From an optimization exercise on the open Yosys and OpenROAD flow, aimed at small area and a short achievable clock period; shortcuts taken in it are not production practice. At most, simulation tests tie the RTL to the original design; equivalence was not proved. No activity file was given, so power comes from the tool's default toggle rates.

==> v11: inputs <==
==> flow/design.v <==
module axis_hdr_insert_top (
	input          clk,
	input          rst_n,
	input          valid_in,
	input  [127:0] data_in,
	input  [15:0]  keep_in,
	input          last_in,
	output         ready_in,
	output         valid_out,
	output [127:0] data_out,
	output [15:0]  keep_out,
	output         last_out,
	input          ready_out,
	input          valid_insert,
	input  [127:0] data_insert,
	input  [15:0]  keep_insert,
	input  [3:0]   byte_insert_cnt,
	output         ready_insert
);
axi_stream_insert_header #(
	.DATA_WD      (128),
	.DATA_BYTE_WD (16),
	.BYTE_CNT_WD  (4)
) u_core (
	.clk             (clk),
	.rst_n           (rst_n),
	.valid_in        (valid_in),
	.data_in         (data_in),
	.keep_in         (keep_in),
	.last_in         (last_in),
	.ready_in        (ready_in),
	.valid_out       (valid_out),
	.data_out        (data_out),
	.keep_out        (keep_out),
	.last_out        (last_out),
	.ready_out       (ready_out),
	.valid_insert    (valid_insert),
	.data_insert     (data_insert),
	.keep_insert     (keep_insert),
	.byte_insert_cnt (byte_insert_cnt),
	.ready_insert    (ready_insert)
);
endmodule

module axi_stream_insert_header
#(
	parameter 						DATA_WD = 32,
	parameter 						DATA_BYTE_WD = DATA_WD / 8,
	parameter 						BYTE_CNT_WD = $clog2(DATA_BYTE_WD)
)(
	input 							clk,
	input 							rst_n,
	input 							valid_in,
	input 	[DATA_WD-1 : 0] 		data_in,
	input 	[DATA_BYTE_WD-1 : 0] 	keep_in,
	input 							last_in,
	output 							ready_in,
	output 							valid_out,
	output 	[DATA_WD-1 : 0] 		data_out,
	output 	[DATA_BYTE_WD-1 : 0] 	keep_out,
	output 							last_out,
	input 							ready_out,
	input 							valid_insert,
	input 	[DATA_WD-1 : 0] 		data_insert,
	input 	[DATA_BYTE_WD-1 : 0] 	keep_insert,
	input	[BYTE_CNT_WD-1 : 0]		byte_insert_cnt,
	output 							ready_insert
);
localparam NB = DATA_BYTE_WD;           
localparam SW = $clog2(NB + 1);         
reg				r_busy;          
reg				r_in_active1;
reg				r_in_active2;
reg				r_valid_out;
reg				r_last_out;
reg	[2:0]		r_cnt;           
reg	[NB-2:0]	r_ohdr;          
reg				r_rot8;          
reg	[NB-1:0]	r_thdr;          
reg	[DATA_WD-1:0]		r_data;
reg	[DATA_WD-1:0]		r_data1;
reg	[NB-1:0]	r_keep;
reg	[NB-1:0]	r_keep1;
reg	[DATA_WD-1:0]		r_data_out;
reg	[NB-1:0]	r_keep_out;
wire w_insert_active = valid_insert & ~r_busy;
wire w_load         = r_busy ? valid_in : valid_insert;
wire w_in_active    = valid_in & r_busy;
wire w_hold         = ~w_load;
wire [NB-1:0] w_s0 = keep_insert;
wire w_c0_h = w_s0[0] | w_s0[1];
wire w_c0_l = w_s0[0] & w_s0[1];
wire w_c1_h = w_s0[2] | w_s0[3];
wire w_c1_l = w_s0[2] & w_s0[3];
wire w_c2_h = w_c0_h | w_c1_h;
wire w_c2_l = w_c0_h & w_c1_h;
wire w_c3_h = w_c0_l | w_c1_l;
wire w_c3_l = w_c0_l & w_c1_l;
wire w_c4_h = w_c3_h | w_c2_l;
wire w_c4_l = w_c3_h & w_c2_l;
wire w_c5_h = w_s0[4] | w_s0[5];
wire w_c5_l = w_s0[4] & w_s0[5];
wire w_c6_h = w_s0[6] | w_s0[7];
wire w_c6_l = w_s0[6] & w_s0[7];
wire w_c7_h = w_c5_h | w_c6_h;
wire w_c7_l = w_c5_h & w_c6_h;
wire w_c8_h = w_c5_l | w_c6_l;
wire w_c8_l = w_c5_l & w_c6_l;
wire w_c9_h = w_c8_h | w_c7_l;
wire w_c9_l = w_c8_h & w_c7_l;
wire w_c10_h = w_c2_h | w_c7_h;
wire w_c10_l = w_c2_h & w_c7_h;
wire w_c11_h = w_c4_l | w_c9_l;
wire w_c11_l = w_c4_l & w_c9_l;
wire w_c12_h = w_c11_h | w_c10_l;
wire w_c12_l = w_c11_h & w_c10_l;
wire w_c13_h = w_c4_h | w_c9_h;
wire w_c13_l = w_c4_h & w_c9_h;
wire w_c14_h = w_c3_l | w_c8_l;
wire w_c14_l = w_c3_l & w_c8_l;
wire w_c15_h = w_c14_h | w_c13_l;
wire w_c15_l = w_c14_h & w_c13_l;
wire w_c16_h = w_c13_h | w_c12_h;
wire w_c16_l = w_c13_h & w_c12_h;
wire w_c17_h = w_c15_h | w_c12_l;
wire w_c17_l = w_c15_h & w_c12_l;
wire w_c18_h = w_c15_l | w_c11_l;
wire w_c18_l = w_c15_l & w_c11_l;
wire w_c19_h = w_s0[8] | w_s0[9];
wire w_c19_l = w_s0[8] & w_s0[9];
wire w_c20_h = w_s0[10] | w_s0[11];
wire w_c20_l = w_s0[10] & w_s0[11];
wire w_c21_h = w_c19_h | w_c20_h;
wire w_c21_l = w_c19_h & w_c20_h;
wire w_c22_h = w_c19_l | w_c20_l;
wire w_c22_l = w_c19_l & w_c20_l;
wire w_c23_h = w_c22_h | w_c21_l;
wire w_c23_l = w_c22_h & w_c21_l;
wire w_c24_h = w_s0[12] | w_s0[13];
wire w_c24_l = w_s0[12] & w_s0[13];
wire w_c25_h = w_s0[14] | w_s0[15];
wire w_c25_l = w_s0[14] & w_s0[15];
wire w_c26_h = w_c24_h | w_c25_h;
wire w_c26_l = w_c24_h & w_c25_h;
wire w_c27_h = w_c24_l | w_c25_l;
wire w_c27_l = w_c24_l & w_c25_l;
wire w_c28_h = w_c27_h | w_c26_l;
wire w_c28_l = w_c27_h & w_c26_l;
wire w_c29_h = w_c21_h | w_c26_h;
wire w_c29_l = w_c21_h & w_c26_h;
wire w_c30_h = w_c23_l | w_c28_l;
wire w_c30_l = w_c23_l & w_c28_l;
wire w_c31_h = w_c30_h | w_c29_l;
wire w_c31_l = w_c30_h & w_c29_l;
wire w_c32_h = w_c23_h | w_c28_h;
wire w_c32_l = w_c23_h & w_c28_h;
wire w_c33_h = w_c22_l | w_c27_l;
wire w_c33_l = w_c22_l & w_c27_l;
wire w_c34_h = w_c33_h | w_c32_l;
wire w_c34_l = w_c33_h & w_c32_l;
wire w_c35_h = w_c32_h | w_c31_h;
wire w_c35_l = w_c32_h & w_c31_h;
wire w_c36_h = w_c34_h | w_c31_l;
wire w_c36_l = w_c34_h & w_c31_l;
wire w_c37_h = w_c34_l | w_c30_l;
wire w_c37_l = w_c34_l & w_c30_l;
wire w_c38_h = w_c10_h | w_c29_h;
wire w_c38_l = w_c10_h & w_c29_h;
wire w_c39_h = w_c17_l | w_c36_l;
wire w_c39_l = w_c17_l & w_c36_l;
wire w_c40_h = w_c39_h | w_c38_l;
wire w_c40_l = w_c39_h & w_c38_l;
wire w_c41_h = w_c16_l | w_c35_l;
wire w_c41_l = w_c16_l & w_c35_l;
wire w_c42_h = w_c18_l | w_c37_l;
wire w_c42_l = w_c18_l & w_c37_l;
wire w_c43_h = w_c42_h | w_c41_l;
wire w_c43_l = w_c42_h & w_c41_l;
wire w_c44_h = w_c41_h | w_c40_h;
wire w_c44_l = w_c41_h & w_c40_h;
wire w_c45_h = w_c43_h | w_c40_l;
wire w_c45_l = w_c43_h & w_c40_l;
wire w_c46_h = w_c43_l | w_c39_l;
wire w_c46_l = w_c43_l & w_c39_l;
wire w_c47_h = w_c16_h | w_c35_h;
wire w_c47_l = w_c16_h & w_c35_h;
wire w_c48_h = w_c18_h | w_c37_h;
wire w_c48_l = w_c18_h & w_c37_h;
wire w_c49_h = w_c48_h | w_c47_l;
wire w_c49_l = w_c48_h & w_c47_l;
wire w_c50_h = w_c17_h | w_c36_h;
wire w_c50_l = w_c17_h & w_c36_h;
wire w_c51_h = w_c14_l | w_c33_l;
wire w_c51_l = w_c14_l & w_c33_l;
wire w_c52_h = w_c51_h | w_c50_l;
wire w_c52_l = w_c51_h & w_c50_l;
wire w_c53_h = w_c50_h | w_c49_h;
wire w_c53_l = w_c50_h & w_c49_h;
wire w_c54_h = w_c52_h | w_c49_l;
wire w_c54_l = w_c52_h & w_c49_l;
wire w_c55_h = w_c52_l | w_c48_l;
wire w_c55_l = w_c52_l & w_c48_l;
wire w_c56_h = w_c47_h | w_c44_h;
wire w_c56_l = w_c47_h & w_c44_h;
wire w_c57_h = w_c53_h | w_c44_l;
wire w_c57_l = w_c53_h & w_c44_l;
wire w_c58_h = w_c53_l | w_c45_h;
wire w_c58_l = w_c53_l & w_c45_h;
wire w_c59_h = w_c54_h | w_c45_l;
wire w_c59_l = w_c54_h & w_c45_l;
wire w_c60_h = w_c54_l | w_c46_h;
wire w_c60_l = w_c54_l & w_c46_h;
wire w_c61_h = w_c55_h | w_c46_l;
wire w_c61_l = w_c55_h & w_c46_l;
wire w_c62_h = w_c55_l | w_c42_l;
wire w_c62_l = w_c55_l & w_c42_l;
wire [NB-1:0] w_srt = {w_c51_l, w_c62_l, w_c62_h, w_c61_l, w_c61_h, w_c60_l, w_c60_h, w_c59_l, w_c59_h, w_c58_l, w_c58_h, w_c57_l, w_c57_h, w_c56_l, w_c56_h, w_c38_h};
wire w_flag         = r_in_active1 & ~r_in_active2;
wire w_out_en       = w_flag | r_valid_out;
assign ready_insert = ~r_busy;
assign ready_in     = r_busy;
assign valid_out    = r_valid_out;
assign last_out     = r_last_out;
assign data_out     = r_data_out;
assign keep_out     = r_keep_out;
always @(posedge clk or negedge rst_n) begin
	if (!rst_n) begin
		r_busy         <= 1'b0;
		r_in_active1   <= 1'b0;
		r_in_active2   <= 1'b0;
		r_valid_out    <= 1'b0;
		r_last_out     <= 1'b0;
	end else begin
		if (w_insert_active)
			r_busy <= 1'b1;
		else if (last_in)
			r_busy <= 1'b0;
		r_in_active1 <= w_in_active;
		r_in_active2 <= r_in_active1;
		if (w_flag)
			r_valid_out <= 1'b1;
		else if (r_last_out)
			r_valid_out <= 1'b0;
		r_last_out <= r_valid_out & (r_cnt == 3'd4);
	end
end
always @(posedge clk) begin
	if (w_flag)
		r_cnt <= 3'd0;
	else
		r_cnt <= r_cnt + 3'd1;
	if (w_insert_active) begin
		r_thdr <= w_srt;
		r_ohdr <= w_srt[NB-2:0] & ~w_srt[NB-1:1];
		r_rot8 <= w_srt[7] & ~w_srt[15];
	end
	r_data <= ({DATA_WD{w_insert_active}} & data_insert) |
	          ({DATA_WD{w_in_active}} & data_in) |
	          ({DATA_WD{w_hold}} & r_data);
	r_keep <= ({NB{w_insert_active}} & keep_insert) |
	          ({NB{w_in_active}} & keep_in) |
	          ({NB{w_hold}} & r_keep);
	r_data1 <= r_data;
	r_keep1 <= r_keep;
end
wire [NB:1] w_t = r_thdr;        
wire [3:0]  w_rot;               
assign w_rot[3] = r_rot8;
wire [15:1] w_oh = r_ohdr;       
assign w_rot[2] = w_oh[4] | w_oh[5] | w_oh[6] | w_oh[7] | w_oh[12] | w_oh[13] | w_oh[14] | w_oh[15];
assign w_rot[1] = w_oh[2] | w_oh[3] | w_oh[6] | w_oh[7] | w_oh[10] | w_oh[11] | w_oh[14] | w_oh[15];
assign w_rot[0] = w_oh[1] | w_oh[3] | w_oh[5] | w_oh[7] | w_oh[9] | w_oh[11] | w_oh[13] | w_oh[15];
reg [DATA_WD-1:0] w_mix, w_r8, w_r4, w_r2, w_shift;
reg [NB-1:0]      w_kmix, w_k8, w_k4, w_k2, w_kshift;
integer j;
always @* begin
	for (j = 0; j < NB; j = j + 1) begin
		w_mix[8*j +: 8] = w_t[j+1] ? r_data1[8*j +: 8] : r_data[8*j +: 8];
		w_kmix[j]       = w_t[j+1] & r_keep1[j];
	end
	for (j = 0; j < NB; j = j + 1) begin
		w_r8[8*j +: 8] = w_rot[3] ? w_mix[8*((j+8)%NB) +: 8] : w_mix[8*j +: 8];
		w_k8[j]        = w_rot[3] ? w_kmix[(j+8)%NB] : w_kmix[j];
	end
	for (j = 0; j < NB; j = j + 1) begin
		w_r4[8*j +: 8] = w_rot[2] ? w_r8[8*((j+4)%NB) +: 8] : w_r8[8*j +: 8];
		w_k4[j]        = w_rot[2] ? w_k8[(j+4)%NB] : w_k8[j];
	end
	for (j = 0; j < NB; j = j + 1) begin
		w_r2[8*j +: 8] = w_rot[1] ? w_r4[8*((j+2)%NB) +: 8] : w_r4[8*j +: 8];
		w_k2[j]        = w_rot[1] ? w_k4[(j+2)%NB] : w_k4[j];
	end
	for (j = 0; j < NB; j = j + 1) begin
		w_shift[8*j +: 8] = w_rot[0] ? w_r2[8*((j+1)%NB) +: 8] : w_r2[8*j +: 8];
		w_kshift[j]       = w_rot[0] ? w_k2[(j+1)%NB] : w_k2[j];
	end
end
always @(posedge clk or negedge rst_n) begin
	if (!rst_n) begin
		r_data_out <= {DATA_WD{1'b0}};
		r_keep_out <= {NB{1'b0}};
	end else begin
		if (w_out_en)
			r_data_out <= w_shift;
		if (w_flag)
			r_keep_out <= {NB{1'b1}};
		else if ((r_cnt == 3'd4) && r_valid_out && ready_out)
			r_keep_out <= w_kshift;
	end
end
endmodule
==> flow/flow/run.sh <==
#!/bin/bash
# Standard ORFS layout (the standard.sh), except that the port buffers that
# global placement inserts on every input and output use a plain buffer cell.
set -euo pipefail
bash standard.sh "BUFFER_PORTS_ARGS=-buffer_cell sky130_fd_sc_hd__buf_2" finish > standard.log 2>&1
==> flow/standard.sh <==
#!/bin/bash
# synth_recipe.tcl (not shown) runs the flow's synth.tcl, then flattens the netlist and writes it again
# the make line also repeats each setting of config.mk as NAME=value (left out here)
make -C /OpenROAD-flow-scripts/flow DESIGN_CONFIG=/design/flow/config.mk WORK_HOME=/design/flow/orfs CLKGATE_MAP_FILE= SYNTH_SCRIPT=/design/flow/synth_recipe.tcl "${@:-finish}"
==> flow/config.mk <==
export PLATFORM = sky130hd
export DESIGN_NAME = axis_hdr_insert_top
export DESIGN_NICKNAME = axis_hdr_insert_top
export VERILOG_FILES = /design/flow/design.v
export SDC_FILE = /design/flow/constraint.sdc
export NUM_CORES = 4
export LEC_CHECK = 0
export CAP_MARGIN = 20
export CORE_MARGIN = 2
export CORE_UTILIZATION = 40
export CTS_BUF_LIST = sky130_fd_sc_hd__clkbuf_8
export SETUP_SLACK_MARGIN = 4.5
export SLEW_MARGIN = 20
==> flow/constraint.sdc <==
create_clock -name core_clock -period 7.0 [get_ports {clk}]
set_input_delay 1.4000 -clock core_clock [delete_from_list [all_inputs] [get_ports {clk}]]
set_output_delay 1.4000 -clock core_clock [all_outputs]
set_load 0.01 [all_outputs]
==> v16 (differences from v11) <==
--- a/flow/design.v
+++ b/flow/design.v
@@ -76,3 +76,2 @@
 reg	[2:0]		r_cnt;           
-reg	[NB-2:0]	r_ohdr;          
 reg				r_rot8;          
@@ -251,7 +250,6 @@
 		r_cnt <= r_cnt + 3'd1;
-	if (w_insert_active) begin
-		r_thdr <= w_srt;
-		r_ohdr <= w_srt[NB-2:0] & ~w_srt[NB-1:1];
-		r_rot8 <= w_srt[7] & ~w_srt[15];
-	end
+	r_thdr <= ({NB{w_insert_active}} & w_srt) | ({NB{r_busy}} & r_thdr) |
+	          ({NB{~valid_insert}} & r_thdr);
+	r_rot8 <= (w_insert_active & w_srt[7] & ~w_srt[15]) | (r_busy & r_rot8) |
+	          (~valid_insert & r_rot8);
 	r_data <= ({DATA_WD{w_insert_active}} & data_insert) |
@@ -268,6 +266,6 @@
 assign w_rot[3] = r_rot8;
-wire [15:1] w_oh = r_ohdr;       
-assign w_rot[2] = w_oh[4] | w_oh[5] | w_oh[6] | w_oh[7] | w_oh[12] | w_oh[13] | w_oh[14] | w_oh[15];
-assign w_rot[1] = w_oh[2] | w_oh[3] | w_oh[6] | w_oh[7] | w_oh[10] | w_oh[11] | w_oh[14] | w_oh[15];
-assign w_rot[0] = w_oh[1] | w_oh[3] | w_oh[5] | w_oh[7] | w_oh[9] | w_oh[11] | w_oh[13] | w_oh[15];
+assign w_rot[2] = (w_t[4] & ~w_t[8]) | (w_t[12] & ~w_t[16]);
+assign w_rot[1] = (w_t[2] & ~w_t[4]) | (w_t[6] & ~w_t[8]) | (w_t[10] & ~w_t[12]) | (w_t[14] & ~w_t[16]);
+assign w_rot[0] = (w_t[1] & ~w_t[2]) | (w_t[3] & ~w_t[4]) | (w_t[5] & ~w_t[6]) | (w_t[7] & ~w_t[8]) |
+                  (w_t[9] & ~w_t[10]) | (w_t[11] & ~w_t[12]) | (w_t[13] & ~w_t[14]) | (w_t[15] & ~w_t[16]);
 reg [DATA_WD-1:0] w_mix, w_r8, w_r4, w_r2, w_shift;
--- a/flow/flow/run.sh
+++ b/flow/flow/run.sh
@@ -4,2 +4,2 @@
 set -euo pipefail
-bash standard.sh "BUFFER_PORTS_ARGS=-buffer_cell sky130_fd_sc_hd__buf_2" finish > standard.log 2>&1
+bash standard.sh "BUFFER_PORTS_ARGS=-buffer_cell sky130_fd_sc_hd__buf_1" finish > standard.log 2>&1
CAP_MARGIN = 0   (was 20)
CTS_BUF_LIST = not set   (was sky130_fd_sc_hd__clkbuf_8)
CTS_CLUSTER_DIAMETER = 150   (was not set)
CTS_CLUSTER_SIZE = 25   (was not set)
SETUP_SLACK_MARGIN = 4.45   (was 4.5)
SLEW_MARGIN = 0   (was 20)
==> qor summary <==
quantity	v16	v11
Arrival time of data at the critical path endpoint	1210 ps	3180 ps
Cell type of the slowest stage on the worst timing path	dfrtp_2	or3_4
Highest layer used for signal routing	met4	met5
Endpoint kind of the worst setup timing path	output pin	register
Leakage dissipation	11.7 nW	14.9 nW
Leading area contributor after synthesis	dfxtp_1	mux2i_1
Combinational cell fraction of total power	54.9%	44.4%
Run status	no timing/DRC/antenna violations	no timing/DRC/antenna violations
Detailed-routed wire length on met2	36.4 mm	42.3 mm
Instance count after placement with tap cells included	3140	3303
Fill count	5161	4705
Post-detailed-route wirelength per cell	23.7 microns	24.6 microns
Simple logic cell fraction of the synthesized area	9.42%	10.1%
Register clock-pin slew on the reported worst setup and hold paths	110 ps	60 ps
Launch instance of the worst register-to-register path	u_core.r_thdr[3]	u_core.r_ohdr[5]
Reg2reg end	u_core.r_data_out[41]	u_core.r_data_out[15]
Placed standard-cell area	0.0246 sq mm	0.0255 sq mm
Internal cell power	6.96 mW	7.09 mW
Initial core utilization	40.6%	40.4%
For v11, only the layout was checked, not whether the RTL still works.

## port drivers added, routing unchanged
Ports are ideal in the flow. The routed layouts listed here were re-timed in OpenROAD.
Step 1 assumes that a clkbuf_16 drives the clock port and a buf_2 every other input.
Step 2 moves the port delays by t, midway between the first and last clock arrival at a register: inputs arrive t later, outputs are due t later. That takes back most of the time a late clock gives input paths.
Slacks: ideal / step 1 / step 2; pairs: ideal / step 1.
run | t (ns) | setup slack, ns | worst register clock-pin slew, ns | worst data-port slew with drivers (ns)
v11 | 0.728 | 4.267 / 4.252 / 3.555 | 0.07 / 0.07 | 0.06
v16 | 0.634 | 4.392 / 4.335 / 3.916 | 0.11 / 0.11 | 0.04
After both steps every run listed still meets setup and hold. For v11, which loses most, drivers alone change the setup slack by -0.015 ns; drivers and shift together by -0.712 ns.
